What follows belongs to an exercise in optimizing a design on an open flow for small area, a short achievable clock period and few clock cycles; a production flow would make more cautious choices. Only simulation tests tie the RTL to the original design; equivalence was not proved. Power and IR drop assume default switching activity.

### flow/design.v
module encrpytion        
    # (parameter k = 32)(
    input clk,               
    input rst,               
    input en,                
    input [k-1:0]a,          
    input [2*k-1:0]n,        
    input [k:0]e,            
    output [k-1:0]cipher,    
    output reg ready_flag    
    );
reg  [k-1:0] R;          
reg  [k-1:0] P;          
reg  [k-1:0] Ni;         
reg          bq;         
reg  [4:0]   cnt;        
reg  [4:0]   idx;        
reg          ebit;       
reg          sq;         
reg          run;        
assign cipher = R;
reg  [4:0] idx0;
integer i;
always @(*) begin
    idx0 = 5'd0;
    for (i = 1; i <= k; i = i + 1)
        if (e[i]) idx0 = i - 1;
end
wire [k+2:0] x  = {2'b00, P, 1'b0};
wire [k+2:0] y  = {3'b000, bq ? R : {k{1'b0}}};
wire [k+2:0] z1 = {3'b111, Ni};           
wire [k+2:0] z2 = {2'b11, Ni, 1'b1};      
wire [k+2:0] s1 = x ^ y ^ z1;
wire [k+2:0] c1 = (x & y) | (x & z1) | (y & z1);
wire [k+2:0] s2 = x ^ y ^ z2;
wire [k+2:0] c2 = (x & y) | (x & z2) | (y & z2);
wire [34:0] ad0_p0 = x ^ y;
wire [34:0] ad0_g0 = x & y;
wire [34:0] ad0_G0 = {ad0_g0[34:1], ad0_g0[0] | (ad0_p0[0] & 1'b0)};
wire [34:0] ad0_P0 = ad0_p0;
wire ad0_g1_1 = ad0_G0[1] | (ad0_P0[1] & ad0_G0[0]);
wire ad0_p1_1 = ad0_P0[1] & ad0_P0[0];
wire ad0_g1_3 = ad0_G0[3] | (ad0_P0[3] & ad0_G0[2]);
wire ad0_p1_3 = ad0_P0[3] & ad0_P0[2];
wire ad0_g1_5 = ad0_G0[5] | (ad0_P0[5] & ad0_G0[4]);
wire ad0_p1_5 = ad0_P0[5] & ad0_P0[4];
wire ad0_g1_7 = ad0_G0[7] | (ad0_P0[7] & ad0_G0[6]);
wire ad0_p1_7 = ad0_P0[7] & ad0_P0[6];
wire ad0_g1_9 = ad0_G0[9] | (ad0_P0[9] & ad0_G0[8]);
wire ad0_p1_9 = ad0_P0[9] & ad0_P0[8];
wire ad0_g1_11 = ad0_G0[11] | (ad0_P0[11] & ad0_G0[10]);
wire ad0_p1_11 = ad0_P0[11] & ad0_P0[10];
wire ad0_g1_13 = ad0_G0[13] | (ad0_P0[13] & ad0_G0[12]);
wire ad0_p1_13 = ad0_P0[13] & ad0_P0[12];
wire ad0_g1_15 = ad0_G0[15] | (ad0_P0[15] & ad0_G0[14]);
wire ad0_p1_15 = ad0_P0[15] & ad0_P0[14];
wire ad0_g1_17 = ad0_G0[17] | (ad0_P0[17] & ad0_G0[16]);
wire ad0_p1_17 = ad0_P0[17] & ad0_P0[16];
wire ad0_g1_19 = ad0_G0[19] | (ad0_P0[19] & ad0_G0[18]);
wire ad0_p1_19 = ad0_P0[19] & ad0_P0[18];
wire ad0_g1_21 = ad0_G0[21] | (ad0_P0[21] & ad0_G0[20]);
wire ad0_p1_21 = ad0_P0[21] & ad0_P0[20];
wire ad0_g1_23 = ad0_G0[23] | (ad0_P0[23] & ad0_G0[22]);
wire ad0_p1_23 = ad0_P0[23] & ad0_P0[22];
wire ad0_g1_25 = ad0_G0[25] | (ad0_P0[25] & ad0_G0[24]);
wire ad0_p1_25 = ad0_P0[25] & ad0_P0[24];
wire ad0_g1_27 = ad0_G0[27] | (ad0_P0[27] & ad0_G0[26]);
wire ad0_p1_27 = ad0_P0[27] & ad0_P0[26];
wire ad0_g1_29 = ad0_G0[29] | (ad0_P0[29] & ad0_G0[28]);
wire ad0_p1_29 = ad0_P0[29] & ad0_P0[28];
wire ad0_g1_31 = ad0_G0[31] | (ad0_P0[31] & ad0_G0[30]);
wire ad0_p1_31 = ad0_P0[31] & ad0_P0[30];
wire ad0_g1_33 = ad0_G0[33] | (ad0_P0[33] & ad0_G0[32]);
wire ad0_p1_33 = ad0_P0[33] & ad0_P0[32];
wire ad0_g2_2 = ad0_G0[2] | (ad0_P0[2] & ad0_g1_1);
wire ad0_p2_2 = ad0_P0[2] & ad0_p1_1;
wire ad0_g2_3 = ad0_g1_3 | (ad0_p1_3 & ad0_g1_1);
wire ad0_p2_3 = ad0_p1_3 & ad0_p1_1;
wire ad0_g2_6 = ad0_G0[6] | (ad0_P0[6] & ad0_g1_5);
wire ad0_p2_6 = ad0_P0[6] & ad0_p1_5;
wire ad0_g2_7 = ad0_g1_7 | (ad0_p1_7 & ad0_g1_5);
wire ad0_p2_7 = ad0_p1_7 & ad0_p1_5;
wire ad0_g2_10 = ad0_G0[10] | (ad0_P0[10] & ad0_g1_9);
wire ad0_p2_10 = ad0_P0[10] & ad0_p1_9;
wire ad0_g2_11 = ad0_g1_11 | (ad0_p1_11 & ad0_g1_9);
wire ad0_p2_11 = ad0_p1_11 & ad0_p1_9;
wire ad0_g2_14 = ad0_G0[14] | (ad0_P0[14] & ad0_g1_13);
wire ad0_p2_14 = ad0_P0[14] & ad0_p1_13;
wire ad0_g2_15 = ad0_g1_15 | (ad0_p1_15 & ad0_g1_13);
wire ad0_p2_15 = ad0_p1_15 & ad0_p1_13;
wire ad0_g2_18 = ad0_G0[18] | (ad0_P0[18] & ad0_g1_17);
wire ad0_p2_18 = ad0_P0[18] & ad0_p1_17;
wire ad0_g2_19 = ad0_g1_19 | (ad0_p1_19 & ad0_g1_17);
wire ad0_p2_19 = ad0_p1_19 & ad0_p1_17;
wire ad0_g2_22 = ad0_G0[22] | (ad0_P0[22] & ad0_g1_21);
wire ad0_p2_22 = ad0_P0[22] & ad0_p1_21;
wire ad0_g2_23 = ad0_g1_23 | (ad0_p1_23 & ad0_g1_21);
wire ad0_p2_23 = ad0_p1_23 & ad0_p1_21;
wire ad0_g2_26 = ad0_G0[26] | (ad0_P0[26] & ad0_g1_25);
wire ad0_p2_26 = ad0_P0[26] & ad0_p1_25;
wire ad0_g2_27 = ad0_g1_27 | (ad0_p1_27 & ad0_g1_25);
wire ad0_p2_27 = ad0_p1_27 & ad0_p1_25;
wire ad0_g2_30 = ad0_G0[30] | (ad0_P0[30] & ad0_g1_29);
wire ad0_p2_30 = ad0_P0[30] & ad0_p1_29;
wire ad0_g2_31 = ad0_g1_31 | (ad0_p1_31 & ad0_g1_29);
wire ad0_p2_31 = ad0_p1_31 & ad0_p1_29;
wire ad0_g2_34 = ad0_G0[34] | (ad0_P0[34] & ad0_g1_33);
wire ad0_p2_34 = ad0_P0[34] & ad0_p1_33;
wire ad0_g3_4 = ad0_G0[4] | (ad0_P0[4] & ad0_g2_3);
wire ad0_p3_4 = ad0_P0[4] & ad0_p2_3;
wire ad0_g3_5 = ad0_g1_5 | (ad0_p1_5 & ad0_g2_3);
wire ad0_p3_5 = ad0_p1_5 & ad0_p2_3;
wire ad0_g3_6 = ad0_g2_6 | (ad0_p2_6 & ad0_g2_3);
wire ad0_p3_6 = ad0_p2_6 & ad0_p2_3;
wire ad0_g3_7 = ad0_g2_7 | (ad0_p2_7 & ad0_g2_3);
wire ad0_p3_7 = ad0_p2_7 & ad0_p2_3;
wire ad0_g3_12 = ad0_G0[12] | (ad0_P0[12] & ad0_g2_11);
wire ad0_p3_12 = ad0_P0[12] & ad0_p2_11;
wire ad0_g3_13 = ad0_g1_13 | (ad0_p1_13 & ad0_g2_11);
wire ad0_p3_13 = ad0_p1_13 & ad0_p2_11;
wire ad0_g3_14 = ad0_g2_14 | (ad0_p2_14 & ad0_g2_11);
wire ad0_p3_14 = ad0_p2_14 & ad0_p2_11;
wire ad0_g3_15 = ad0_g2_15 | (ad0_p2_15 & ad0_g2_11);
wire ad0_p3_15 = ad0_p2_15 & ad0_p2_11;
wire ad0_g3_20 = ad0_G0[20] | (ad0_P0[20] & ad0_g2_19);
wire ad0_p3_20 = ad0_P0[20] & ad0_p2_19;
wire ad0_g3_21 = ad0_g1_21 | (ad0_p1_21 & ad0_g2_19);
wire ad0_p3_21 = ad0_p1_21 & ad0_p2_19;
wire ad0_g3_22 = ad0_g2_22 | (ad0_p2_22 & ad0_g2_19);
wire ad0_p3_22 = ad0_p2_22 & ad0_p2_19;
wire ad0_g3_23 = ad0_g2_23 | (ad0_p2_23 & ad0_g2_19);
wire ad0_p3_23 = ad0_p2_23 & ad0_p2_19;
wire ad0_g3_28 = ad0_G0[28] | (ad0_P0[28] & ad0_g2_27);
wire ad0_p3_28 = ad0_P0[28] & ad0_p2_27;
wire ad0_g3_29 = ad0_g1_29 | (ad0_p1_29 & ad0_g2_27);
wire ad0_p3_29 = ad0_p1_29 & ad0_p2_27;
wire ad0_g3_30 = ad0_g2_30 | (ad0_p2_30 & ad0_g2_27);
wire ad0_p3_30 = ad0_p2_30 & ad0_p2_27;
wire ad0_g3_31 = ad0_g2_31 | (ad0_p2_31 & ad0_g2_27);
wire ad0_p3_31 = ad0_p2_31 & ad0_p2_27;
wire ad0_g4_8 = ad0_G0[8] | (ad0_P0[8] & ad0_g3_7);
wire ad0_p4_8 = ad0_P0[8] & ad0_p3_7;
wire ad0_g4_9 = ad0_g1_9 | (ad0_p1_9 & ad0_g3_7);
wire ad0_p4_9 = ad0_p1_9 & ad0_p3_7;
wire ad0_g4_10 = ad0_g2_10 | (ad0_p2_10 & ad0_g3_7);
wire ad0_p4_10 = ad0_p2_10 & ad0_p3_7;
wire ad0_g4_11 = ad0_g2_11 | (ad0_p2_11 & ad0_g3_7);
wire ad0_p4_11 = ad0_p2_11 & ad0_p3_7;
wire ad0_g4_12 = ad0_g3_12 | (ad0_p3_12 & ad0_g3_7);
wire ad0_p4_12 = ad0_p3_12 & ad0_p3_7;
wire ad0_g4_13 = ad0_g3_13 | (ad0_p3_13 & ad0_g3_7);
wire ad0_p4_13 = ad0_p3_13 & ad0_p3_7;
wire ad0_g4_14 = ad0_g3_14 | (ad0_p3_14 & ad0_g3_7);
wire ad0_p4_14 = ad0_p3_14 & ad0_p3_7;
wire ad0_g4_15 = ad0_g3_15 | (ad0_p3_15 & ad0_g3_7);
wire ad0_p4_15 = ad0_p3_15 & ad0_p3_7;
wire ad0_g4_24 = ad0_G0[24] | (ad0_P0[24] & ad0_g3_23);
wire ad0_p4_24 = ad0_P0[24] & ad0_p3_23;
wire ad0_g4_25 = ad0_g1_25 | (ad0_p1_25 & ad0_g3_23);
wire ad0_p4_25 = ad0_p1_25 & ad0_p3_23;
wire ad0_g4_26 = ad0_g2_26 | (ad0_p2_26 & ad0_g3_23);
wire ad0_p4_26 = ad0_p2_26 & ad0_p3_23;
wire ad0_g4_27 = ad0_g2_27 | (ad0_p2_27 & ad0_g3_23);
wire ad0_p4_27 = ad0_p2_27 & ad0_p3_23;
wire ad0_g4_28 = ad0_g3_28 | (ad0_p3_28 & ad0_g3_23);
wire ad0_p4_28 = ad0_p3_28 & ad0_p3_23;
wire ad0_g4_29 = ad0_g3_29 | (ad0_p3_29 & ad0_g3_23);
wire ad0_p4_29 = ad0_p3_29 & ad0_p3_23;
wire ad0_g4_30 = ad0_g3_30 | (ad0_p3_30 & ad0_g3_23);
wire ad0_p4_30 = ad0_p3_30 & ad0_p3_23;
wire ad0_g4_31 = ad0_g3_31 | (ad0_p3_31 & ad0_g3_23);
wire ad0_p4_31 = ad0_p3_31 & ad0_p3_23;
wire ad0_g5_16 = ad0_G0[16] | (ad0_P0[16] & ad0_g4_15);
wire ad0_p5_16 = ad0_P0[16] & ad0_p4_15;
wire ad0_g5_17 = ad0_g1_17 | (ad0_p1_17 & ad0_g4_15);
wire ad0_p5_17 = ad0_p1_17 & ad0_p4_15;
wire ad0_g5_18 = ad0_g2_18 | (ad0_p2_18 & ad0_g4_15);
wire ad0_p5_18 = ad0_p2_18 & ad0_p4_15;
wire ad0_g5_19 = ad0_g2_19 | (ad0_p2_19 & ad0_g4_15);
wire ad0_p5_19 = ad0_p2_19 & ad0_p4_15;
wire ad0_g5_20 = ad0_g3_20 | (ad0_p3_20 & ad0_g4_15);
wire ad0_p5_20 = ad0_p3_20 & ad0_p4_15;
wire ad0_g5_21 = ad0_g3_21 | (ad0_p3_21 & ad0_g4_15);
wire ad0_p5_21 = ad0_p3_21 & ad0_p4_15;
wire ad0_g5_22 = ad0_g3_22 | (ad0_p3_22 & ad0_g4_15);
wire ad0_p5_22 = ad0_p3_22 & ad0_p4_15;
wire ad0_g5_23 = ad0_g3_23 | (ad0_p3_23 & ad0_g4_15);
wire ad0_p5_23 = ad0_p3_23 & ad0_p4_15;
wire ad0_g5_24 = ad0_g4_24 | (ad0_p4_24 & ad0_g4_15);
wire ad0_p5_24 = ad0_p4_24 & ad0_p4_15;
wire ad0_g5_25 = ad0_g4_25 | (ad0_p4_25 & ad0_g4_15);
wire ad0_p5_25 = ad0_p4_25 & ad0_p4_15;
wire ad0_g5_26 = ad0_g4_26 | (ad0_p4_26 & ad0_g4_15);
wire ad0_p5_26 = ad0_p4_26 & ad0_p4_15;
wire ad0_g5_27 = ad0_g4_27 | (ad0_p4_27 & ad0_g4_15);
wire ad0_p5_27 = ad0_p4_27 & ad0_p4_15;
wire ad0_g5_28 = ad0_g4_28 | (ad0_p4_28 & ad0_g4_15);
wire ad0_p5_28 = ad0_p4_28 & ad0_p4_15;
wire ad0_g5_29 = ad0_g4_29 | (ad0_p4_29 & ad0_g4_15);
wire ad0_p5_29 = ad0_p4_29 & ad0_p4_15;
wire ad0_g5_30 = ad0_g4_30 | (ad0_p4_30 & ad0_g4_15);
wire ad0_p5_30 = ad0_p4_30 & ad0_p4_15;
wire ad0_g5_31 = ad0_g4_31 | (ad0_p4_31 & ad0_g4_15);
wire ad0_p5_31 = ad0_p4_31 & ad0_p4_15;
wire ad0_g6_32 = ad0_G0[32] | (ad0_P0[32] & ad0_g5_31);
wire ad0_p6_32 = ad0_P0[32] & ad0_p5_31;
wire ad0_g6_33 = ad0_g1_33 | (ad0_p1_33 & ad0_g5_31);
wire ad0_p6_33 = ad0_p1_33 & ad0_p5_31;
wire ad0_g6_34 = ad0_g2_34 | (ad0_p2_34 & ad0_g5_31);
wire ad0_p6_34 = ad0_p2_34 & ad0_p5_31;
wire [34:0] t0 = ad0_p0 ^ {ad0_g6_33, ad0_g6_32, ad0_g5_31, ad0_g5_30, ad0_g5_29, ad0_g5_28, ad0_g5_27, ad0_g5_26, ad0_g5_25, ad0_g5_24, ad0_g5_23, ad0_g5_22, ad0_g5_21, ad0_g5_20, ad0_g5_19, ad0_g5_18, ad0_g5_17, ad0_g5_16, ad0_g4_15, ad0_g4_14, ad0_g4_13, ad0_g4_12, ad0_g4_11, ad0_g4_10, ad0_g4_9, ad0_g4_8, ad0_g3_7, ad0_g3_6, ad0_g3_5, ad0_g3_4, ad0_g2_3, ad0_g2_2, ad0_g1_1, ad0_G0[0], 1'b0};
wire [34:0] ad1_p0 = s1 ^ {c1[k+1:0], 1'b0};
wire [34:0] ad1_g0 = s1 & {c1[k+1:0], 1'b0};
wire [34:0] ad1_G0 = {ad1_g0[34:1], ad1_g0[0] | (ad1_p0[0] & 1'b1)};
wire [34:0] ad1_P0 = ad1_p0;
wire ad1_g1_1 = ad1_G0[1] | (ad1_P0[1] & ad1_G0[0]);
wire ad1_p1_1 = ad1_P0[1] & ad1_P0[0];
wire ad1_g1_3 = ad1_G0[3] | (ad1_P0[3] & ad1_G0[2]);
wire ad1_p1_3 = ad1_P0[3] & ad1_P0[2];
wire ad1_g1_5 = ad1_G0[5] | (ad1_P0[5] & ad1_G0[4]);
wire ad1_p1_5 = ad1_P0[5] & ad1_P0[4];
wire ad1_g1_7 = ad1_G0[7] | (ad1_P0[7] & ad1_G0[6]);
wire ad1_p1_7 = ad1_P0[7] & ad1_P0[6];
wire ad1_g1_9 = ad1_G0[9] | (ad1_P0[9] & ad1_G0[8]);
wire ad1_p1_9 = ad1_P0[9] & ad1_P0[8];
wire ad1_g1_11 = ad1_G0[11] | (ad1_P0[11] & ad1_G0[10]);
wire ad1_p1_11 = ad1_P0[11] & ad1_P0[10];
wire ad1_g1_13 = ad1_G0[13] | (ad1_P0[13] & ad1_G0[12]);
wire ad1_p1_13 = ad1_P0[13] & ad1_P0[12];
wire ad1_g1_15 = ad1_G0[15] | (ad1_P0[15] & ad1_G0[14]);
wire ad1_p1_15 = ad1_P0[15] & ad1_P0[14];
wire ad1_g1_17 = ad1_G0[17] | (ad1_P0[17] & ad1_G0[16]);
wire ad1_p1_17 = ad1_P0[17] & ad1_P0[16];
wire ad1_g1_19 = ad1_G0[19] | (ad1_P0[19] & ad1_G0[18]);
wire ad1_p1_19 = ad1_P0[19] & ad1_P0[18];
wire ad1_g1_21 = ad1_G0[21] | (ad1_P0[21] & ad1_G0[20]);
wire ad1_p1_21 = ad1_P0[21] & ad1_P0[20];
wire ad1_g1_23 = ad1_G0[23] | (ad1_P0[23] & ad1_G0[22]);
wire ad1_p1_23 = ad1_P0[23] & ad1_P0[22];
wire ad1_g1_25 = ad1_G0[25] | (ad1_P0[25] & ad1_G0[24]);
wire ad1_p1_25 = ad1_P0[25] & ad1_P0[24];
wire ad1_g1_27 = ad1_G0[27] | (ad1_P0[27] & ad1_G0[26]);
wire ad1_p1_27 = ad1_P0[27] & ad1_P0[26];
wire ad1_g1_29 = ad1_G0[29] | (ad1_P0[29] & ad1_G0[28]);
wire ad1_p1_29 = ad1_P0[29] & ad1_P0[28];
wire ad1_g1_31 = ad1_G0[31] | (ad1_P0[31] & ad1_G0[30]);
wire ad1_p1_31 = ad1_P0[31] & ad1_P0[30];
wire ad1_g1_33 = ad1_G0[33] | (ad1_P0[33] & ad1_G0[32]);
wire ad1_p1_33 = ad1_P0[33] & ad1_P0[32];
wire ad1_g2_2 = ad1_G0[2] | (ad1_P0[2] & ad1_g1_1);
wire ad1_p2_2 = ad1_P0[2] & ad1_p1_1;
wire ad1_g2_3 = ad1_g1_3 | (ad1_p1_3 & ad1_g1_1);
wire ad1_p2_3 = ad1_p1_3 & ad1_p1_1;
wire ad1_g2_6 = ad1_G0[6] | (ad1_P0[6] & ad1_g1_5);
wire ad1_p2_6 = ad1_P0[6] & ad1_p1_5;
wire ad1_g2_7 = ad1_g1_7 | (ad1_p1_7 & ad1_g1_5);
wire ad1_p2_7 = ad1_p1_7 & ad1_p1_5;
wire ad1_g2_10 = ad1_G0[10] | (ad1_P0[10] & ad1_g1_9);
wire ad1_p2_10 = ad1_P0[10] & ad1_p1_9;
wire ad1_g2_11 = ad1_g1_11 | (ad1_p1_11 & ad1_g1_9);
wire ad1_p2_11 = ad1_p1_11 & ad1_p1_9;
wire ad1_g2_14 = ad1_G0[14] | (ad1_P0[14] & ad1_g1_13);
wire ad1_p2_14 = ad1_P0[14] & ad1_p1_13;
wire ad1_g2_15 = ad1_g1_15 | (ad1_p1_15 & ad1_g1_13);
wire ad1_p2_15 = ad1_p1_15 & ad1_p1_13;
wire ad1_g2_18 = ad1_G0[18] | (ad1_P0[18] & ad1_g1_17);
wire ad1_p2_18 = ad1_P0[18] & ad1_p1_17;
wire ad1_g2_19 = ad1_g1_19 | (ad1_p1_19 & ad1_g1_17);
wire ad1_p2_19 = ad1_p1_19 & ad1_p1_17;
wire ad1_g2_22 = ad1_G0[22] | (ad1_P0[22] & ad1_g1_21);
wire ad1_p2_22 = ad1_P0[22] & ad1_p1_21;
wire ad1_g2_23 = ad1_g1_23 | (ad1_p1_23 & ad1_g1_21);
wire ad1_p2_23 = ad1_p1_23 & ad1_p1_21;
wire ad1_g2_26 = ad1_G0[26] | (ad1_P0[26] & ad1_g1_25);
wire ad1_p2_26 = ad1_P0[26] & ad1_p1_25;
wire ad1_g2_27 = ad1_g1_27 | (ad1_p1_27 & ad1_g1_25);
wire ad1_p2_27 = ad1_p1_27 & ad1_p1_25;
wire ad1_g2_30 = ad1_G0[30] | (ad1_P0[30] & ad1_g1_29);
wire ad1_p2_30 = ad1_P0[30] & ad1_p1_29;
wire ad1_g2_31 = ad1_g1_31 | (ad1_p1_31 & ad1_g1_29);
wire ad1_p2_31 = ad1_p1_31 & ad1_p1_29;
wire ad1_g2_34 = ad1_G0[34] | (ad1_P0[34] & ad1_g1_33);
wire ad1_p2_34 = ad1_P0[34] & ad1_p1_33;
wire ad1_g3_4 = ad1_G0[4] | (ad1_P0[4] & ad1_g2_3);
wire ad1_p3_4 = ad1_P0[4] & ad1_p2_3;
wire ad1_g3_5 = ad1_g1_5 | (ad1_p1_5 & ad1_g2_3);
wire ad1_p3_5 = ad1_p1_5 & ad1_p2_3;
wire ad1_g3_6 = ad1_g2_6 | (ad1_p2_6 & ad1_g2_3);
wire ad1_p3_6 = ad1_p2_6 & ad1_p2_3;
wire ad1_g3_7 = ad1_g2_7 | (ad1_p2_7 & ad1_g2_3);
wire ad1_p3_7 = ad1_p2_7 & ad1_p2_3;
wire ad1_g3_12 = ad1_G0[12] | (ad1_P0[12] & ad1_g2_11);
wire ad1_p3_12 = ad1_P0[12] & ad1_p2_11;
wire ad1_g3_13 = ad1_g1_13 | (ad1_p1_13 & ad1_g2_11);
wire ad1_p3_13 = ad1_p1_13 & ad1_p2_11;
wire ad1_g3_14 = ad1_g2_14 | (ad1_p2_14 & ad1_g2_11);
wire ad1_p3_14 = ad1_p2_14 & ad1_p2_11;
wire ad1_g3_15 = ad1_g2_15 | (ad1_p2_15 & ad1_g2_11);
wire ad1_p3_15 = ad1_p2_15 & ad1_p2_11;
wire ad1_g3_20 = ad1_G0[20] | (ad1_P0[20] & ad1_g2_19);
wire ad1_p3_20 = ad1_P0[20] & ad1_p2_19;
wire ad1_g3_21 = ad1_g1_21 | (ad1_p1_21 & ad1_g2_19);
wire ad1_p3_21 = ad1_p1_21 & ad1_p2_19;
wire ad1_g3_22 = ad1_g2_22 | (ad1_p2_22 & ad1_g2_19);
wire ad1_p3_22 = ad1_p2_22 & ad1_p2_19;
wire ad1_g3_23 = ad1_g2_23 | (ad1_p2_23 & ad1_g2_19);
wire ad1_p3_23 = ad1_p2_23 & ad1_p2_19;
wire ad1_g3_28 = ad1_G0[28] | (ad1_P0[28] & ad1_g2_27);
wire ad1_p3_28 = ad1_P0[28] & ad1_p2_27;
wire ad1_g3_29 = ad1_g1_29 | (ad1_p1_29 & ad1_g2_27);
wire ad1_p3_29 = ad1_p1_29 & ad1_p2_27;
wire ad1_g3_30 = ad1_g2_30 | (ad1_p2_30 & ad1_g2_27);
wire ad1_p3_30 = ad1_p2_30 & ad1_p2_27;
wire ad1_g3_31 = ad1_g2_31 | (ad1_p2_31 & ad1_g2_27);
wire ad1_p3_31 = ad1_p2_31 & ad1_p2_27;
wire ad1_g4_8 = ad1_G0[8] | (ad1_P0[8] & ad1_g3_7);
wire ad1_p4_8 = ad1_P0[8] & ad1_p3_7;
wire ad1_g4_9 = ad1_g1_9 | (ad1_p1_9 & ad1_g3_7);
wire ad1_p4_9 = ad1_p1_9 & ad1_p3_7;
wire ad1_g4_10 = ad1_g2_10 | (ad1_p2_10 & ad1_g3_7);
wire ad1_p4_10 = ad1_p2_10 & ad1_p3_7;
wire ad1_g4_11 = ad1_g2_11 | (ad1_p2_11 & ad1_g3_7);
wire ad1_p4_11 = ad1_p2_11 & ad1_p3_7;
wire ad1_g4_12 = ad1_g3_12 | (ad1_p3_12 & ad1_g3_7);
wire ad1_p4_12 = ad1_p3_12 & ad1_p3_7;
wire ad1_g4_13 = ad1_g3_13 | (ad1_p3_13 & ad1_g3_7);
wire ad1_p4_13 = ad1_p3_13 & ad1_p3_7;
wire ad1_g4_14 = ad1_g3_14 | (ad1_p3_14 & ad1_g3_7);
wire ad1_p4_14 = ad1_p3_14 & ad1_p3_7;
wire ad1_g4_15 = ad1_g3_15 | (ad1_p3_15 & ad1_g3_7);
wire ad1_p4_15 = ad1_p3_15 & ad1_p3_7;
wire ad1_g4_24 = ad1_G0[24] | (ad1_P0[24] & ad1_g3_23);
wire ad1_p4_24 = ad1_P0[24] & ad1_p3_23;
wire ad1_g4_25 = ad1_g1_25 | (ad1_p1_25 & ad1_g3_23);
wire ad1_p4_25 = ad1_p1_25 & ad1_p3_23;
wire ad1_g4_26 = ad1_g2_26 | (ad1_p2_26 & ad1_g3_23);
wire ad1_p4_26 = ad1_p2_26 & ad1_p3_23;
wire ad1_g4_27 = ad1_g2_27 | (ad1_p2_27 & ad1_g3_23);
wire ad1_p4_27 = ad1_p2_27 & ad1_p3_23;
wire ad1_g4_28 = ad1_g3_28 | (ad1_p3_28 & ad1_g3_23);
wire ad1_p4_28 = ad1_p3_28 & ad1_p3_23;
wire ad1_g4_29 = ad1_g3_29 | (ad1_p3_29 & ad1_g3_23);
wire ad1_p4_29 = ad1_p3_29 & ad1_p3_23;
wire ad1_g4_30 = ad1_g3_30 | (ad1_p3_30 & ad1_g3_23);
wire ad1_p4_30 = ad1_p3_30 & ad1_p3_23;
wire ad1_g4_31 = ad1_g3_31 | (ad1_p3_31 & ad1_g3_23);
wire ad1_p4_31 = ad1_p3_31 & ad1_p3_23;
wire ad1_g5_16 = ad1_G0[16] | (ad1_P0[16] & ad1_g4_15);
wire ad1_p5_16 = ad1_P0[16] & ad1_p4_15;
wire ad1_g5_17 = ad1_g1_17 | (ad1_p1_17 & ad1_g4_15);
wire ad1_p5_17 = ad1_p1_17 & ad1_p4_15;
wire ad1_g5_18 = ad1_g2_18 | (ad1_p2_18 & ad1_g4_15);
wire ad1_p5_18 = ad1_p2_18 & ad1_p4_15;
wire ad1_g5_19 = ad1_g2_19 | (ad1_p2_19 & ad1_g4_15);
wire ad1_p5_19 = ad1_p2_19 & ad1_p4_15;
wire ad1_g5_20 = ad1_g3_20 | (ad1_p3_20 & ad1_g4_15);
wire ad1_p5_20 = ad1_p3_20 & ad1_p4_15;
wire ad1_g5_21 = ad1_g3_21 | (ad1_p3_21 & ad1_g4_15);
wire ad1_p5_21 = ad1_p3_21 & ad1_p4_15;
wire ad1_g5_22 = ad1_g3_22 | (ad1_p3_22 & ad1_g4_15);
wire ad1_p5_22 = ad1_p3_22 & ad1_p4_15;
wire ad1_g5_23 = ad1_g3_23 | (ad1_p3_23 & ad1_g4_15);
wire ad1_p5_23 = ad1_p3_23 & ad1_p4_15;
wire ad1_g5_24 = ad1_g4_24 | (ad1_p4_24 & ad1_g4_15);
wire ad1_p5_24 = ad1_p4_24 & ad1_p4_15;
wire ad1_g5_25 = ad1_g4_25 | (ad1_p4_25 & ad1_g4_15);
wire ad1_p5_25 = ad1_p4_25 & ad1_p4_15;
wire ad1_g5_26 = ad1_g4_26 | (ad1_p4_26 & ad1_g4_15);
wire ad1_p5_26 = ad1_p4_26 & ad1_p4_15;
wire ad1_g5_27 = ad1_g4_27 | (ad1_p4_27 & ad1_g4_15);
wire ad1_p5_27 = ad1_p4_27 & ad1_p4_15;
wire ad1_g5_28 = ad1_g4_28 | (ad1_p4_28 & ad1_g4_15);
wire ad1_p5_28 = ad1_p4_28 & ad1_p4_15;
wire ad1_g5_29 = ad1_g4_29 | (ad1_p4_29 & ad1_g4_15);
wire ad1_p5_29 = ad1_p4_29 & ad1_p4_15;
wire ad1_g5_30 = ad1_g4_30 | (ad1_p4_30 & ad1_g4_15);
wire ad1_p5_30 = ad1_p4_30 & ad1_p4_15;
wire ad1_g5_31 = ad1_g4_31 | (ad1_p4_31 & ad1_g4_15);
wire ad1_p5_31 = ad1_p4_31 & ad1_p4_15;
wire ad1_g6_32 = ad1_G0[32] | (ad1_P0[32] & ad1_g5_31);
wire ad1_p6_32 = ad1_P0[32] & ad1_p5_31;
wire ad1_g6_33 = ad1_g1_33 | (ad1_p1_33 & ad1_g5_31);
wire ad1_p6_33 = ad1_p1_33 & ad1_p5_31;
wire ad1_g6_34 = ad1_g2_34 | (ad1_p2_34 & ad1_g5_31);
wire ad1_p6_34 = ad1_p2_34 & ad1_p5_31;
wire [34:0] t1 = ad1_p0 ^ {ad1_g6_33, ad1_g6_32, ad1_g5_31, ad1_g5_30, ad1_g5_29, ad1_g5_28, ad1_g5_27, ad1_g5_26, ad1_g5_25, ad1_g5_24, ad1_g5_23, ad1_g5_22, ad1_g5_21, ad1_g5_20, ad1_g5_19, ad1_g5_18, ad1_g5_17, ad1_g5_16, ad1_g4_15, ad1_g4_14, ad1_g4_13, ad1_g4_12, ad1_g4_11, ad1_g4_10, ad1_g4_9, ad1_g4_8, ad1_g3_7, ad1_g3_6, ad1_g3_5, ad1_g3_4, ad1_g2_3, ad1_g2_2, ad1_g1_1, ad1_G0[0], 1'b1};
wire [34:0] ad2_p0 = s2 ^ {c2[k+1:0], 1'b0};
wire [34:0] ad2_g0 = s2 & {c2[k+1:0], 1'b0};
wire [34:0] ad2_G0 = {ad2_g0[34:1], ad2_g0[0] | (ad2_p0[0] & 1'b1)};
wire [34:0] ad2_P0 = ad2_p0;
wire ad2_g1_1 = ad2_G0[1] | (ad2_P0[1] & ad2_G0[0]);
wire ad2_p1_1 = ad2_P0[1] & ad2_P0[0];
wire ad2_g1_3 = ad2_G0[3] | (ad2_P0[3] & ad2_G0[2]);
wire ad2_p1_3 = ad2_P0[3] & ad2_P0[2];
wire ad2_g1_5 = ad2_G0[5] | (ad2_P0[5] & ad2_G0[4]);
wire ad2_p1_5 = ad2_P0[5] & ad2_P0[4];
wire ad2_g1_7 = ad2_G0[7] | (ad2_P0[7] & ad2_G0[6]);
wire ad2_p1_7 = ad2_P0[7] & ad2_P0[6];
wire ad2_g1_9 = ad2_G0[9] | (ad2_P0[9] & ad2_G0[8]);
wire ad2_p1_9 = ad2_P0[9] & ad2_P0[8];
wire ad2_g1_11 = ad2_G0[11] | (ad2_P0[11] & ad2_G0[10]);
wire ad2_p1_11 = ad2_P0[11] & ad2_P0[10];
wire ad2_g1_13 = ad2_G0[13] | (ad2_P0[13] & ad2_G0[12]);
wire ad2_p1_13 = ad2_P0[13] & ad2_P0[12];
wire ad2_g1_15 = ad2_G0[15] | (ad2_P0[15] & ad2_G0[14]);
wire ad2_p1_15 = ad2_P0[15] & ad2_P0[14];
wire ad2_g1_17 = ad2_G0[17] | (ad2_P0[17] & ad2_G0[16]);
wire ad2_p1_17 = ad2_P0[17] & ad2_P0[16];
wire ad2_g1_19 = ad2_G0[19] | (ad2_P0[19] & ad2_G0[18]);
wire ad2_p1_19 = ad2_P0[19] & ad2_P0[18];
wire ad2_g1_21 = ad2_G0[21] | (ad2_P0[21] & ad2_G0[20]);
wire ad2_p1_21 = ad2_P0[21] & ad2_P0[20];
wire ad2_g1_23 = ad2_G0[23] | (ad2_P0[23] & ad2_G0[22]);
wire ad2_p1_23 = ad2_P0[23] & ad2_P0[22];
wire ad2_g1_25 = ad2_G0[25] | (ad2_P0[25] & ad2_G0[24]);
wire ad2_p1_25 = ad2_P0[25] & ad2_P0[24];
wire ad2_g1_27 = ad2_G0[27] | (ad2_P0[27] & ad2_G0[26]);
wire ad2_p1_27 = ad2_P0[27] & ad2_P0[26];
wire ad2_g1_29 = ad2_G0[29] | (ad2_P0[29] & ad2_G0[28]);
wire ad2_p1_29 = ad2_P0[29] & ad2_P0[28];
wire ad2_g1_31 = ad2_G0[31] | (ad2_P0[31] & ad2_G0[30]);
wire ad2_p1_31 = ad2_P0[31] & ad2_P0[30];
wire ad2_g1_33 = ad2_G0[33] | (ad2_P0[33] & ad2_G0[32]);
wire ad2_p1_33 = ad2_P0[33] & ad2_P0[32];
wire ad2_g2_2 = ad2_G0[2] | (ad2_P0[2] & ad2_g1_1);
wire ad2_p2_2 = ad2_P0[2] & ad2_p1_1;
wire ad2_g2_3 = ad2_g1_3 | (ad2_p1_3 & ad2_g1_1);
wire ad2_p2_3 = ad2_p1_3 & ad2_p1_1;
wire ad2_g2_6 = ad2_G0[6] | (ad2_P0[6] & ad2_g1_5);
wire ad2_p2_6 = ad2_P0[6] & ad2_p1_5;
wire ad2_g2_7 = ad2_g1_7 | (ad2_p1_7 & ad2_g1_5);
wire ad2_p2_7 = ad2_p1_7 & ad2_p1_5;
wire ad2_g2_10 = ad2_G0[10] | (ad2_P0[10] & ad2_g1_9);
wire ad2_p2_10 = ad2_P0[10] & ad2_p1_9;
wire ad2_g2_11 = ad2_g1_11 | (ad2_p1_11 & ad2_g1_9);
wire ad2_p2_11 = ad2_p1_11 & ad2_p1_9;
wire ad2_g2_14 = ad2_G0[14] | (ad2_P0[14] & ad2_g1_13);
wire ad2_p2_14 = ad2_P0[14] & ad2_p1_13;
wire ad2_g2_15 = ad2_g1_15 | (ad2_p1_15 & ad2_g1_13);
wire ad2_p2_15 = ad2_p1_15 & ad2_p1_13;
wire ad2_g2_18 = ad2_G0[18] | (ad2_P0[18] & ad2_g1_17);
wire ad2_p2_18 = ad2_P0[18] & ad2_p1_17;
wire ad2_g2_19 = ad2_g1_19 | (ad2_p1_19 & ad2_g1_17);
wire ad2_p2_19 = ad2_p1_19 & ad2_p1_17;
wire ad2_g2_22 = ad2_G0[22] | (ad2_P0[22] & ad2_g1_21);
wire ad2_p2_22 = ad2_P0[22] & ad2_p1_21;
wire ad2_g2_23 = ad2_g1_23 | (ad2_p1_23 & ad2_g1_21);
wire ad2_p2_23 = ad2_p1_23 & ad2_p1_21;
wire ad2_g2_26 = ad2_G0[26] | (ad2_P0[26] & ad2_g1_25);
wire ad2_p2_26 = ad2_P0[26] & ad2_p1_25;
wire ad2_g2_27 = ad2_g1_27 | (ad2_p1_27 & ad2_g1_25);
wire ad2_p2_27 = ad2_p1_27 & ad2_p1_25;
wire ad2_g2_30 = ad2_G0[30] | (ad2_P0[30] & ad2_g1_29);
wire ad2_p2_30 = ad2_P0[30] & ad2_p1_29;
wire ad2_g2_31 = ad2_g1_31 | (ad2_p1_31 & ad2_g1_29);
wire ad2_p2_31 = ad2_p1_31 & ad2_p1_29;
wire ad2_g2_34 = ad2_G0[34] | (ad2_P0[34] & ad2_g1_33);
wire ad2_p2_34 = ad2_P0[34] & ad2_p1_33;
wire ad2_g3_4 = ad2_G0[4] | (ad2_P0[4] & ad2_g2_3);
wire ad2_p3_4 = ad2_P0[4] & ad2_p2_3;
wire ad2_g3_5 = ad2_g1_5 | (ad2_p1_5 & ad2_g2_3);
wire ad2_p3_5 = ad2_p1_5 & ad2_p2_3;
wire ad2_g3_6 = ad2_g2_6 | (ad2_p2_6 & ad2_g2_3);
wire ad2_p3_6 = ad2_p2_6 & ad2_p2_3;
wire ad2_g3_7 = ad2_g2_7 | (ad2_p2_7 & ad2_g2_3);
wire ad2_p3_7 = ad2_p2_7 & ad2_p2_3;
wire ad2_g3_12 = ad2_G0[12] | (ad2_P0[12] & ad2_g2_11);
wire ad2_p3_12 = ad2_P0[12] & ad2_p2_11;
wire ad2_g3_13 = ad2_g1_13 | (ad2_p1_13 & ad2_g2_11);
wire ad2_p3_13 = ad2_p1_13 & ad2_p2_11;
wire ad2_g3_14 = ad2_g2_14 | (ad2_p2_14 & ad2_g2_11);
wire ad2_p3_14 = ad2_p2_14 & ad2_p2_11;
wire ad2_g3_15 = ad2_g2_15 | (ad2_p2_15 & ad2_g2_11);
wire ad2_p3_15 = ad2_p2_15 & ad2_p2_11;
wire ad2_g3_20 = ad2_G0[20] | (ad2_P0[20] & ad2_g2_19);
wire ad2_p3_20 = ad2_P0[20] & ad2_p2_19;
wire ad2_g3_21 = ad2_g1_21 | (ad2_p1_21 & ad2_g2_19);
wire ad2_p3_21 = ad2_p1_21 & ad2_p2_19;
wire ad2_g3_22 = ad2_g2_22 | (ad2_p2_22 & ad2_g2_19);
wire ad2_p3_22 = ad2_p2_22 & ad2_p2_19;
wire ad2_g3_23 = ad2_g2_23 | (ad2_p2_23 & ad2_g2_19);
wire ad2_p3_23 = ad2_p2_23 & ad2_p2_19;
wire ad2_g3_28 = ad2_G0[28] | (ad2_P0[28] & ad2_g2_27);
wire ad2_p3_28 = ad2_P0[28] & ad2_p2_27;
wire ad2_g3_29 = ad2_g1_29 | (ad2_p1_29 & ad2_g2_27);
wire ad2_p3_29 = ad2_p1_29 & ad2_p2_27;
wire ad2_g3_30 = ad2_g2_30 | (ad2_p2_30 & ad2_g2_27);
wire ad2_p3_30 = ad2_p2_30 & ad2_p2_27;
wire ad2_g3_31 = ad2_g2_31 | (ad2_p2_31 & ad2_g2_27);
wire ad2_p3_31 = ad2_p2_31 & ad2_p2_27;
wire ad2_g4_8 = ad2_G0[8] | (ad2_P0[8] & ad2_g3_7);
wire ad2_p4_8 = ad2_P0[8] & ad2_p3_7;
wire ad2_g4_9 = ad2_g1_9 | (ad2_p1_9 & ad2_g3_7);
wire ad2_p4_9 = ad2_p1_9 & ad2_p3_7;
wire ad2_g4_10 = ad2_g2_10 | (ad2_p2_10 & ad2_g3_7);
wire ad2_p4_10 = ad2_p2_10 & ad2_p3_7;
wire ad2_g4_11 = ad2_g2_11 | (ad2_p2_11 & ad2_g3_7);
wire ad2_p4_11 = ad2_p2_11 & ad2_p3_7;
wire ad2_g4_12 = ad2_g3_12 | (ad2_p3_12 & ad2_g3_7);
wire ad2_p4_12 = ad2_p3_12 & ad2_p3_7;
wire ad2_g4_13 = ad2_g3_13 | (ad2_p3_13 & ad2_g3_7);
wire ad2_p4_13 = ad2_p3_13 & ad2_p3_7;
wire ad2_g4_14 = ad2_g3_14 | (ad2_p3_14 & ad2_g3_7);
wire ad2_p4_14 = ad2_p3_14 & ad2_p3_7;
wire ad2_g4_15 = ad2_g3_15 | (ad2_p3_15 & ad2_g3_7);
wire ad2_p4_15 = ad2_p3_15 & ad2_p3_7;
wire ad2_g4_24 = ad2_G0[24] | (ad2_P0[24] & ad2_g3_23);
wire ad2_p4_24 = ad2_P0[24] & ad2_p3_23;
wire ad2_g4_25 = ad2_g1_25 | (ad2_p1_25 & ad2_g3_23);
wire ad2_p4_25 = ad2_p1_25 & ad2_p3_23;
wire ad2_g4_26 = ad2_g2_26 | (ad2_p2_26 & ad2_g3_23);
wire ad2_p4_26 = ad2_p2_26 & ad2_p3_23;
wire ad2_g4_27 = ad2_g2_27 | (ad2_p2_27 & ad2_g3_23);
wire ad2_p4_27 = ad2_p2_27 & ad2_p3_23;
wire ad2_g4_28 = ad2_g3_28 | (ad2_p3_28 & ad2_g3_23);
wire ad2_p4_28 = ad2_p3_28 & ad2_p3_23;
wire ad2_g4_29 = ad2_g3_29 | (ad2_p3_29 & ad2_g3_23);
wire ad2_p4_29 = ad2_p3_29 & ad2_p3_23;
wire ad2_g4_30 = ad2_g3_30 | (ad2_p3_30 & ad2_g3_23);
wire ad2_p4_30 = ad2_p3_30 & ad2_p3_23;
wire ad2_g4_31 = ad2_g3_31 | (ad2_p3_31 & ad2_g3_23);
wire ad2_p4_31 = ad2_p3_31 & ad2_p3_23;
wire ad2_g5_16 = ad2_G0[16] | (ad2_P0[16] & ad2_g4_15);
wire ad2_p5_16 = ad2_P0[16] & ad2_p4_15;
wire ad2_g5_17 = ad2_g1_17 | (ad2_p1_17 & ad2_g4_15);
wire ad2_p5_17 = ad2_p1_17 & ad2_p4_15;
wire ad2_g5_18 = ad2_g2_18 | (ad2_p2_18 & ad2_g4_15);
wire ad2_p5_18 = ad2_p2_18 & ad2_p4_15;
wire ad2_g5_19 = ad2_g2_19 | (ad2_p2_19 & ad2_g4_15);
wire ad2_p5_19 = ad2_p2_19 & ad2_p4_15;
wire ad2_g5_20 = ad2_g3_20 | (ad2_p3_20 & ad2_g4_15);
wire ad2_p5_20 = ad2_p3_20 & ad2_p4_15;
wire ad2_g5_21 = ad2_g3_21 | (ad2_p3_21 & ad2_g4_15);
wire ad2_p5_21 = ad2_p3_21 & ad2_p4_15;
wire ad2_g5_22 = ad2_g3_22 | (ad2_p3_22 & ad2_g4_15);
wire ad2_p5_22 = ad2_p3_22 & ad2_p4_15;
wire ad2_g5_23 = ad2_g3_23 | (ad2_p3_23 & ad2_g4_15);
wire ad2_p5_23 = ad2_p3_23 & ad2_p4_15;
wire ad2_g5_24 = ad2_g4_24 | (ad2_p4_24 & ad2_g4_15);
wire ad2_p5_24 = ad2_p4_24 & ad2_p4_15;
wire ad2_g5_25 = ad2_g4_25 | (ad2_p4_25 & ad2_g4_15);
wire ad2_p5_25 = ad2_p4_25 & ad2_p4_15;
wire ad2_g5_26 = ad2_g4_26 | (ad2_p4_26 & ad2_g4_15);
wire ad2_p5_26 = ad2_p4_26 & ad2_p4_15;
wire ad2_g5_27 = ad2_g4_27 | (ad2_p4_27 & ad2_g4_15);
wire ad2_p5_27 = ad2_p4_27 & ad2_p4_15;
wire ad2_g5_28 = ad2_g4_28 | (ad2_p4_28 & ad2_g4_15);
wire ad2_p5_28 = ad2_p4_28 & ad2_p4_15;
wire ad2_g5_29 = ad2_g4_29 | (ad2_p4_29 & ad2_g4_15);
wire ad2_p5_29 = ad2_p4_29 & ad2_p4_15;
wire ad2_g5_30 = ad2_g4_30 | (ad2_p4_30 & ad2_g4_15);
wire ad2_p5_30 = ad2_p4_30 & ad2_p4_15;
wire ad2_g5_31 = ad2_g4_31 | (ad2_p4_31 & ad2_g4_15);
wire ad2_p5_31 = ad2_p4_31 & ad2_p4_15;
wire ad2_g6_32 = ad2_G0[32] | (ad2_P0[32] & ad2_g5_31);
wire ad2_p6_32 = ad2_P0[32] & ad2_p5_31;
wire ad2_g6_33 = ad2_g1_33 | (ad2_p1_33 & ad2_g5_31);
wire ad2_p6_33 = ad2_p1_33 & ad2_p5_31;
wire ad2_g6_34 = ad2_g2_34 | (ad2_p2_34 & ad2_g5_31);
wire ad2_p6_34 = ad2_p2_34 & ad2_p5_31;
wire [34:0] t2 = ad2_p0 ^ {ad2_g6_33, ad2_g6_32, ad2_g5_31, ad2_g5_30, ad2_g5_29, ad2_g5_28, ad2_g5_27, ad2_g5_26, ad2_g5_25, ad2_g5_24, ad2_g5_23, ad2_g5_22, ad2_g5_21, ad2_g5_20, ad2_g5_19, ad2_g5_18, ad2_g5_17, ad2_g5_16, ad2_g4_15, ad2_g4_14, ad2_g4_13, ad2_g4_12, ad2_g4_11, ad2_g4_10, ad2_g4_9, ad2_g4_8, ad2_g3_7, ad2_g3_6, ad2_g3_5, ad2_g3_4, ad2_g2_3, ad2_g2_2, ad2_g1_1, ad2_G0[0], 1'b1};
wire [k-1:0] res = !t2[k+2] ? t2[k-1:0] : !t1[k+2] ? t1[k-1:0] : t0[k-1:0];
wire last   = (cnt == 5'd31);
wire domul  = sq & ebit;
wire finish = last & ~domul & (idx == 5'd0);
wire idle   = ~run & ~ready_flag;
always @(posedge clk or posedge rst) begin
    if (rst) begin
        run <= 1'b0;
        ready_flag <= 1'b0;
    end else begin
        run <= en & (idle | (run & ~finish));
        ready_flag <= en & (ready_flag | (run & finish));
    end
end
always @(posedge clk)
    Ni <= ~n[k-1:0];
always @(posedge clk) begin
    ebit <= e[idx];
    P <= (idle | last) ? {k{1'b0}} : res;
    if (idle) begin
        R   <= a;
        bq  <= a[k-1];
        cnt <= 5'd30;
        idx <= idx0;
        sq  <= 1'b1;
    end else if (run) begin
        cnt <= cnt - 5'd1;
        if (last) begin
            R <= res;
            if (domul) begin
                sq <= 1'b0;
                bq <= a[k-1];
            end else begin
                sq  <= 1'b1;
                bq  <= res[k-1];
                idx <= idx - 5'd1;
            end
        end else begin
            bq <= sq ? R[cnt] : a[cnt];
        end
    end
end
endmodule
### flow/flow/run.sh
#!/bin/bash
# Standard ORFS layout (the standard.sh, unchanged synthesis), same clock
# and constraints, with:
#  - every port buffered with a plain buf_1 (instead of a delay buffer);
#  - a timing-oriented restructure of the long paths after floorplan,
#    mapped onto the platform's cells less those it marks don't-use.
set -euo pipefail
export BUFFER_PORTS_ARGS="-buffer_cell sky130_fd_sc_hd__buf_1"
export POST_FLOORPLAN_TCL=$PWD/flow/restructure.tcl
mkdir -p orfs/objects/sky130hd/encrpytion/base/rmp
python3 flow/filter_lib.py $FLOW_HOME/platforms/sky130hd/lib/sky130_fd_sc_hd__tt_025C_1v80.lib \
  orfs/objects/sky130hd/encrpytion/base/rmp/hd_no_dont_use.lib > filter_lib.log 2>&1
bash standard.sh > standard.log 2>&1
### flow/constraint.sdc
create_clock -name core_clock -period 10.0 [get_ports {clk}]
set_input_delay 2.0000 -clock core_clock [delete_from_list [all_inputs] [get_ports {clk}]]
set_output_delay 2.0000 -clock core_clock [all_outputs]
set_load 0.01 [all_outputs]
### flow/standard.sh
#!/bin/bash
# synth_recipe.tcl (not shown) runs the flow's synth.tcl, then flattens the netlist and writes it again
# the make line also repeats each setting of config.mk as NAME=value (left out here)
make -C /OpenROAD-flow-scripts/flow DESIGN_CONFIG=/design/flow/config.mk WORK_HOME=/design/flow/orfs CLKGATE_MAP_FILE= SYNTH_SCRIPT=/design/flow/synth_recipe.tcl "${@:-finish}"
### flow/config.mk
export PLATFORM = sky130hd
export DESIGN_NAME = encrpytion
export DESIGN_NICKNAME = encrpytion
export VERILOG_FILES = /design/flow/design.v
export SDC_FILE = /design/flow/constraint.sdc
export NUM_CORES = 4
export LEC_CHECK = 0
export ABC_AREA = 1
export CAP_MARGIN = 20
export CORE_MARGIN = 2
export CORE_UTILIZATION = 55
export PLACE_DENSITY = 0.7
export SETUP_SLACK_MARGIN = 5
export SLEW_MARGIN = 20
### flow/flow/filter_lib.py
#!/usr/bin/env python3
# Copy a liberty file without the cells the platform marks don't-use
# (lpflow_* and probe cells), for restructure's ABC mapping.
import re, sys
src, dst = sys.argv[1], sys.argv[2]
txt = open(src).read()
out = []
pos = 0
pat = re.compile(r'\n\s*cell\s*\(\s*"?([A-Za-z0-9_]+)"?\s*\)\s*\{')
removed = 0
for m in pat.finditer(txt):
    if m.start() < pos:
        continue
    name = m.group(1)
    if 'lpflow' not in name and 'probe' not in name:
        continue
    # find the matching closing brace of this cell group
    depth = 0
    i = m.end() - 1
    while True:
        c = txt[i]
        if c == '{':
            depth += 1
        elif c == '}':
            depth -= 1
            if depth == 0:
                break
        i += 1
    out.append(txt[pos:m.start()])
    pos = i + 1
    removed += 1
out.append(txt[pos:])
open(dst, 'w').write(''.join(out))
print("removed %d cells" % removed)
### flow/flow/restructure.tcl
# After floorplan: resynthesise the logic on long paths for timing with
# OpenROAD's restructure (registers are left as they are). Timing repair in
# the later stages recovers the clock period.
set lib $::env(OBJECTS_DIR)/rmp/hd_no_dont_use.lib
puts "restructure: area before"
report_design_area
restructure -target timing -slack_threshold 5.5 -liberty_file $lib \
  -tielo_port sky130_fd_sc_hd__conb_1/LO -tiehi_port sky130_fd_sc_hd__conb_1/HI \
  -work_dir $::env(OBJECTS_DIR)/rmp -abc_logfile $::env(LOG_DIR)/2_1_rmp_abc.log
puts "restructure: area after"
report_design_area
==> results.txt, run 1 <==
* Area Growth Syn to Fin at 9.22%
* Chip height at approximately 140 um
* Layout cell share with drive strength beyond 1 at under 10%
* Clock Tree Buf Depth at 2
* Die Area at between 0.02 and 0.025 sq mm
* Starting Density at between 50% and 60%
* GRT Total Usage at between 20 and 30%
* Peak supply drop at around 0.00017 V
* Synthesized area per cell at 7.72 sq um
* Final Cycle Share at around 47%
* DP HPWL at ~21,000 um
* Slew HR at approximately 40%
* Status: finished clean
* Final wirelength at approximately 28,000 um
* Routed Antenna Nets at 0
* Tightest Hold Check Type: reg2reg
* Vias at about 9.5k
* Latest clock arrival within the worst-skew pair at 0.37 ns
* IO Port Bufs at 132
* Fillers at 1,756
* Synth warn at 1
* CTS tree: done
* Minimum clock period at 4.70 ns
* Clock sink total at between 100 and 150
* Clk slew on worst S/H paths at around 0.08 ns
* Critical path startpoint category: register
* CP Capture Type: register
* DRT Pass-1 Iters at 5
* Number of synthesized flops with an enable pin at 38
* Die width at about 140 um
* Vias per inst at around 5.4
* I/O pins at ~170
* Final hold viol count at 0
* Core ar. at 0.0188 sq mm
* Fmax at approximately 210 MHz
* H-tree depth at 3
* Mapped Nets at 1,682
* Mapped Cells at between 1k and 1.5k
* Row Count at 50
* Root buf cell: clkbuf_16
* Number of max-cap violations at 0
* Global route overflow at 0
* WS Path Type: reg2reg
* First-pass GRT wire length at 45,300 um
* Worst-path fanout max at 33
* Yosys reg bits at approximately 110
* Num CTS Buffers at 9
* Setup violators final at 0
* Final Wtd Congestion at 0.891
* Final setup TNS at 0 ns
* Drt drc at 0
* Number of global-route vias before repair at ~9k
* Commonest register cell after synthesis: dfxtp_1
* Critical path arrival at around 4.8 ns
* Pleak at between 5 and 6 nW
* Worst-Margin Slew at between 0.9 and 1 ns
* Synth unique cells at 55
* Antenna diode count at 0
* WL/cell at roughly 16 um
* Netlist Area Pre-Place at 0.0106 sq mm
* Power density cells at approximately 360 mW/mm^2
* Clk_skew at roughly 0.012 ns
* DRT iter0 DRCs at 615
* RSZ-0062 raised after global routing: true
* Layout Nets at between 1.5k and 2k
* WP data required at ~10 ns
* Post-synthesis async set-or-reset flop share at 1.80%
* Largest net degree at the start of global routing at 42
* Initial antenna violation count at 0
* Post-CTS Hold Buffers at 0
* Max-slew violations at 0
* Hold_ws at between 0.5 and 0.6 ns
* Sequential area share after synthesis at between 20 and 25%
==> metal layers <==
layer | track usage [%] | share of wire, % | up-vias
met5 | 0 | 0 | -
met4 | 9.22 | 2.6 | 0
met3 | 4.69 | 7.2 | 57
met2 | 46.3 | 46 | 344
met1 | 38.8 | 45 | 4412
li1 | - | - | 4725
==> path summary, 6_finish.rpt <==
path	slack, ns	endpoint	startpoint	depth (start not counted)
max in group asynchronous	8.44	run	rst	2
min in group asynchronous	1.45	ready_flag	rst	2
hold reg to reg	0.55	cnt[4]	cnt[4]	1
setup / recovery	5.30	R[28]	bq	24
setup reg to reg	5.30	R[28]	bq	24
hold / removal	0.55	cnt[4]	cnt[4]	1
==> synth_stat cells (5+ instances only) <==
cell type | instances | area, sq um
edfxtp_1 | 38 | 1140
o21ai_0 | 98 | 490
o21ai_2 | 5 | 43.8
nor3_1 | 14 | 70.1
nand4_1 | 6 | 37.5
a31oi_1 | 11 | 68.8
ha_1 | 97 | 1210
a21oi_1 | 85 | 425
buf_4 | 6 | 45.0
o211ai_2 | 6 | 75.1
xor2_1 | 25 | 219
o22ai_1 | 10 | 62.6
nor2_1 | 155 | 582
fa_1 | 76 | 1520
o211ai_1 | 7 | 52.6
buf_6 | 6 | 67.6
inv_1 | 198 | 743
nand3_1 | 56 | 280
or2_2 | 13 | 81.3
nand2_1 | 246 | 923
dfxtp_1 | 71 | 1420
nand2_2 | 9 | 56.3
clkbuf_1 | 26 | 97.6
o21ai_1 | 27 | 135
xnor2_1 | 25 | 219
==> cell usage in the layout, fill, tap and decap left out, types with 13 or more instances in the layout <==
master	n
dfxtp_1	71
nand2_1	246
o21ai_0	98
or2_2	13
xnor2_1	25
fa_1	76
buf_1	132
o21ai_1	27
edfxtp_1	38
ha_1	97
nor3_1	14
nand3_1	56
a21oi_1	85
nor2_1	154
inv_1	198
xor2_1	25
==> repair_timing <==
| item | in CTS | in global routing |
|---|---|---|
| gates cloned | 0 | 1 |
| gates resized for setup | 1 | 1 |
| buffers inserted | 2 | 0 |
| endpoints found under the setup margin | 44 | 33 |
==> sequential cells by signal, indices dropped and copies added (netlist names) <==
register,cells
P,32
Ni,32
bq,1
ebit,1
ready_flag,1
idx,5
run,1
sq,1
R,32
cnt,5
==> area by class of cell <==
cell class                      count  area (sq um)  area share [%]
Multi-Input combinational cell   1023          7040            60.7
Sequential cell                   111          2610            22.5
Inverter                          204           773            6.66
Timing Repair Buffer              141           563            4.85
Tap cell                          260           325            2.80
Clock buffer                       15           258            2.22
Clock inverter                      1          30.0           0.259
==> critical path, stage by stage (launching register included) <==
cell,delay (ns)
edfxtp_1,0.56
buf_4,0.22
nand2_1,0.05
inv_1,0.13
fa_1,0.45
ha_1,0.34
a21oi_1,0.17
nand2_2,0.10
nand2_2,0.06
nand2_2,0.06
nand2_2,0.06
nand2_2,0.08
a21oi_2,0.29
o21a_4,0.25
o21ai_4,0.10
inv_2,0.11
o21ai_2,0.07
nand2_1,0.08
nand2_1,0.06
nand2_2,0.07
nand2_4,0.28
inv_6,0.42
nand3_1,0.12
o21ai_1,0.16
o21ai_1,0.09
==> cell families (layout without fill, tap and decap cells) <==
logic type / after synthesis / after routing / synth area share, %
compound gates: 286 / 286 / 16.0
xor+xnor: 50 / 50 / 4.12
fa+ha+maj: 173 / 173 / 25.7
buf+inv: 244 / 361 / 9.29
flops: 111 / 111 / 24.6
simple gates: 513 / 514 / 20.3
==> per-stage QoR <==
step	total power (W)	area, sq um	cells	worst slack, ns	utilization (%)
2_1_floorplan	0.00306	10600	1377	6.16	-
3_3_place_gp	0.00361	11300	1736	4.80	59.9
3_5_place_dp	0.00368	11300	1736	4.78	59.9
4_1_cts	0.00409	11600	1754	5.26	61.6
5_1_grt	0.00456	11600	1755	4.97	61.6
6_report	0.00412	11600	1755	5.30	61.6
==> power by group <==
group	internal (W)	leakage, nW	switching (W)
Clock	0.000202	0.138	0.000172
Combinational	0.00114	4.52	0.00181
Sequential	0.000633	0.992	0.000157
Total	0.00198	5.65	0.00214
Testbench counts, summed over its fixed seeds: cycles 6,240.
==> run 2: changes to the inputs <==
--- a/flow/flow/restructure.tcl
+++ b/flow/flow/restructure.tcl
@@ -5,5 +5,5 @@
 puts "restructure: area before"
 report_design_area
-restructure -target timing -slack_threshold 5.5 -liberty_file $lib \
+restructure -target timing -slack_threshold 9 -liberty_file $lib \
   -tielo_port sky130_fd_sc_hd__conb_1/LO -tiehi_port sky130_fd_sc_hd__conb_1/HI \
   -work_dir $::env(OBJECTS_DIR)/rmp -abc_logfile $::env(LOG_DIR)/2_1_rmp_abc.log
==> results.txt, run 2 <==
* Number of max-cap violations at 0
* Clock Tree Buf Depth at 2
* Final wirelength at 28,400 um
* DRT Pass-1 Iters at 5
* Hold_ws at between 0.5 and 0.6 ns
* Max-slew violations at 0
* Die Area at 0.0204 sq mm
* Die width at between 100 and 150 um
* Starting Density at ~56%
* Synth warn at 1
* Clk slew on worst S/H paths at roughly 0.080 ns
* Yosys reg bits at approximately 110
* Synthesized area per cell at slightly below 8 sq um
* Num CTS Buffers at 9
* Yosys top cell area share at around 14%
* Commonest cells post-synth: 246 x nand2_1, 198 x inv_1, 155 x nor2_1
* Critical path arrival at about 4.8 ns
* Final WS setup at roughly 5.3 ns
* Mapped Nets at around 1.7k
* WP data required at about 10 ns
* Drt drc at 0
* Top sig layer: met4
* Final Cycle Share at 47.0%
* Routed Antenna Nets at 0
* DP HPWL at 21,500 um
* Tightest Hold Check Type: reg2reg
* Setup violators final at 0
* Critical path startpoint category: register
* WL/cell at 16.2 um
* Final instance count without filler cells at 1,755
* Most common cell after layout, fill and taps aside: nand2_1
* Number of global-route vias before repair at 9,120
* I/O pins at ~170
* Layout cell share with drive strength beyond 1 at 5.08%
* Slew HR at ~40%
* RSZ-0062 raised after global routing: true
* Met2 wire len at around 13,000 um
* Final Wtd Congestion at around 0.9
* Count leader, synth: nand2_1
* Core ar. at between 0.015 and 0.02 sq mm
* Worst-path fanout max at 33
* Post-synthesis async set-or-reset flop share at under 10%
* Peak supply drop at 0.000168 V
* Initial antenna violation count at 0
* WS Path Type: reg2reg
* CP Capture Type: register
* Latest clock arrival within the worst-skew pair at about 0.37 ns
* Clk_skew at about 0.012 ns
* Worst-Margin Slew at between 0.9 and 1 ns
* Netlist Area Pre-Place at roughly 0.011 sq mm
* Largest area contributor in the netlist: fa_1
* Area Growth Syn to Fin at 9.22%
* First-pass GRT wire length at 45,300 um
* CTS tree: done
* Placed Cells at around 1.7k
* Vias per inst at ~5.4
* DR WL met3 at around 2000 um
* Vias at 9,538
* H-tree depth at 3
* Chip height at ~140 um
* Largest net degree at the start of global routing at 42
* Global route overflow at 0
* Top Registers: Ni (32), P (32), R (32)
* WL met1 at 12,700 um
* Power density cells at 355 mW/mm^2
* Area contributors post-synth: fa_1 14%, dfxtp_1 13%, ha_1 11%
* Sequential area share after synthesis at around 25%
* Root buf cell: clkbuf_16
* Worst R2R Setup Slack at 5.30 ns
* Number of synthesized flops with an enable pin at 38
* DRT iter0 DRCs at about 620
* Minimum clock period at approximately 4.7 ns
* Pre-CTS setup slack at ~4.8 ns
* Mapped Cells at roughly 1.4k
* Pleak at between 5 and 6 nW
* Final hold viol count at 0
* Clock sink total at 111
* Commonest non-fill, non-tap cells in the layout: 246 x nand2_1, 198 x inv_1, 154 x nor2_1, 132 x buf_1, 98 x o21ai_0
* Antenna diode count at 0
* IO Port Bufs at about 130
* Status: finished clean
* Final setup TNS at 0 ns
* Commonest register cell after synthesis: dfxtp_1
* Synth unique cells at 55
* GRT Total Usage at approximately 28%
* Fillers at around 1.8k
* Layout Nets at around 1.8k
* Final core occ at 61.6%
* Fmax at 213 MHz
* Row Count at 50
==> run 2: worst max-delay path: stages (launching register included) <==
cell and delay [ns]:
edfxtp_1 0.56, buf_4 0.22, nand2_1 0.05, inv_1 0.13
fa_1 0.45, ha_1 0.34, a21oi_1 0.17, nand2_2 0.10
nand2_2 0.06, nand2_2 0.06, nand2_2 0.06, nand2_2 0.08
a21oi_2 0.29, o21a_4 0.25, o21ai_4 0.10, inv_2 0.11
o21ai_2 0.07, nand2_1 0.08, nand2_1 0.06, nand2_2 0.07
nand2_4 0.28, inv_6 0.42, nand3_1 0.12, o21ai_1 0.16
o21ai_1 0.09
==> run 2: where the power goes <==
group          internal (W)  switching, W
registers          0.000633      0.000157
logic               0.00114       0.00181
clock network      0.000202      0.000172
total               0.00198       0.00214
==> run 2: logic make-up after synthesis <==
group | share of synthesized area [%]
DFF | 24.6
adders and majority gates | 25.7
and+or+nand+nor | 20.3
buffers and inverters | 9.29
AOI/OAI and AO/OA | 16.0
xor gates and xnor gates | 4.12
==> run 2: cell type report <==
class | instances | area [sq um] | area share (%)
Clock buffer | 15 | 258 | 2.22
Clock inverter | 1 | 30.0 | 0.259
Inverter | 204 | 773 | 6.66
Multi-Input combinational cell | 1023 | 7040 | 60.7
Sequential cell | 111 | 2610 | 22.5
Tap cell | 260 | 325 | 2.80
Timing Repair Buffer | 141 | 563 | 4.85
==> run 2: metrics by stage <==
step / area, sq um / total power [W]
global route: 11600 / 0.00456
global placement: 11300 / 0.00361
CTS: 11600 / 0.00409
floorplan: 10600 / 0.00306
finish: 11600 / 0.00412
detailed placement: 11300 / 0.00368
==> run 2: routing by layer <==
| metal | vias to the layer above | GRT usage, % |
|---|---|---|
| li1 | 4725 | - |
| met1 | 4412 | 38.8 |
| met2 | 344 | 46.3 |
| met3 | 57 | 4.69 |
| met4 | 0 | 9.22 |
| met5 | - | 0 |
==> run 2: repair_timing <==
action                     4_1_cts  5_1_grt
hold buffers                     0        0
gates cloned                     0        1
resized for setup                1        1
setup endpoints to repair       44       33
buffers inserted                 2        0
==> run 2: worst paths after layout <==
| kind | depth (start not counted) | endpoint | from |
|---|---|---|---|
| max | 24 | R[28] | bq |
| min | 1 | cnt[4] | cnt[4] |
| max reg2reg | 24 | R[28] | bq |
| min reg2reg | 1 | cnt[4] | cnt[4] |
| max in group asynchronous | 2 | run | rst |
| min in group asynchronous | 2 | ready_flag | rst |

[port drivers added, routing unchanged]
The results above use ideal ports. As a check the final layouts listed here were re-extracted and re-timed, cells and wires unchanged.
Step 1, drivers: a clkbuf_16 drives clk and a buf_2 each remaining input, both assumed.
Step 2 times the ports against the registers' clock, not the clock port: input delays grow and output delays shrink by t, the midpoint of the rising clock arrivals with the driver on.
a / b / c = ideal ports / drivers / drivers and shift; a / b = the first two.
run | t (ns) | slack for setup (ns) | latest minus earliest clock arrival (ns) | cell pins on the clock port's net
run 1 | 0.409 | 5.295 / 5.295 / 5.295 | 0.012 / 0.012 | 1
run 2 | 0.409 | 5.295 / 5.295 / 5.295 | 0.012 / 0.012 | 1
After both steps setup and hold are still met in every run listed.
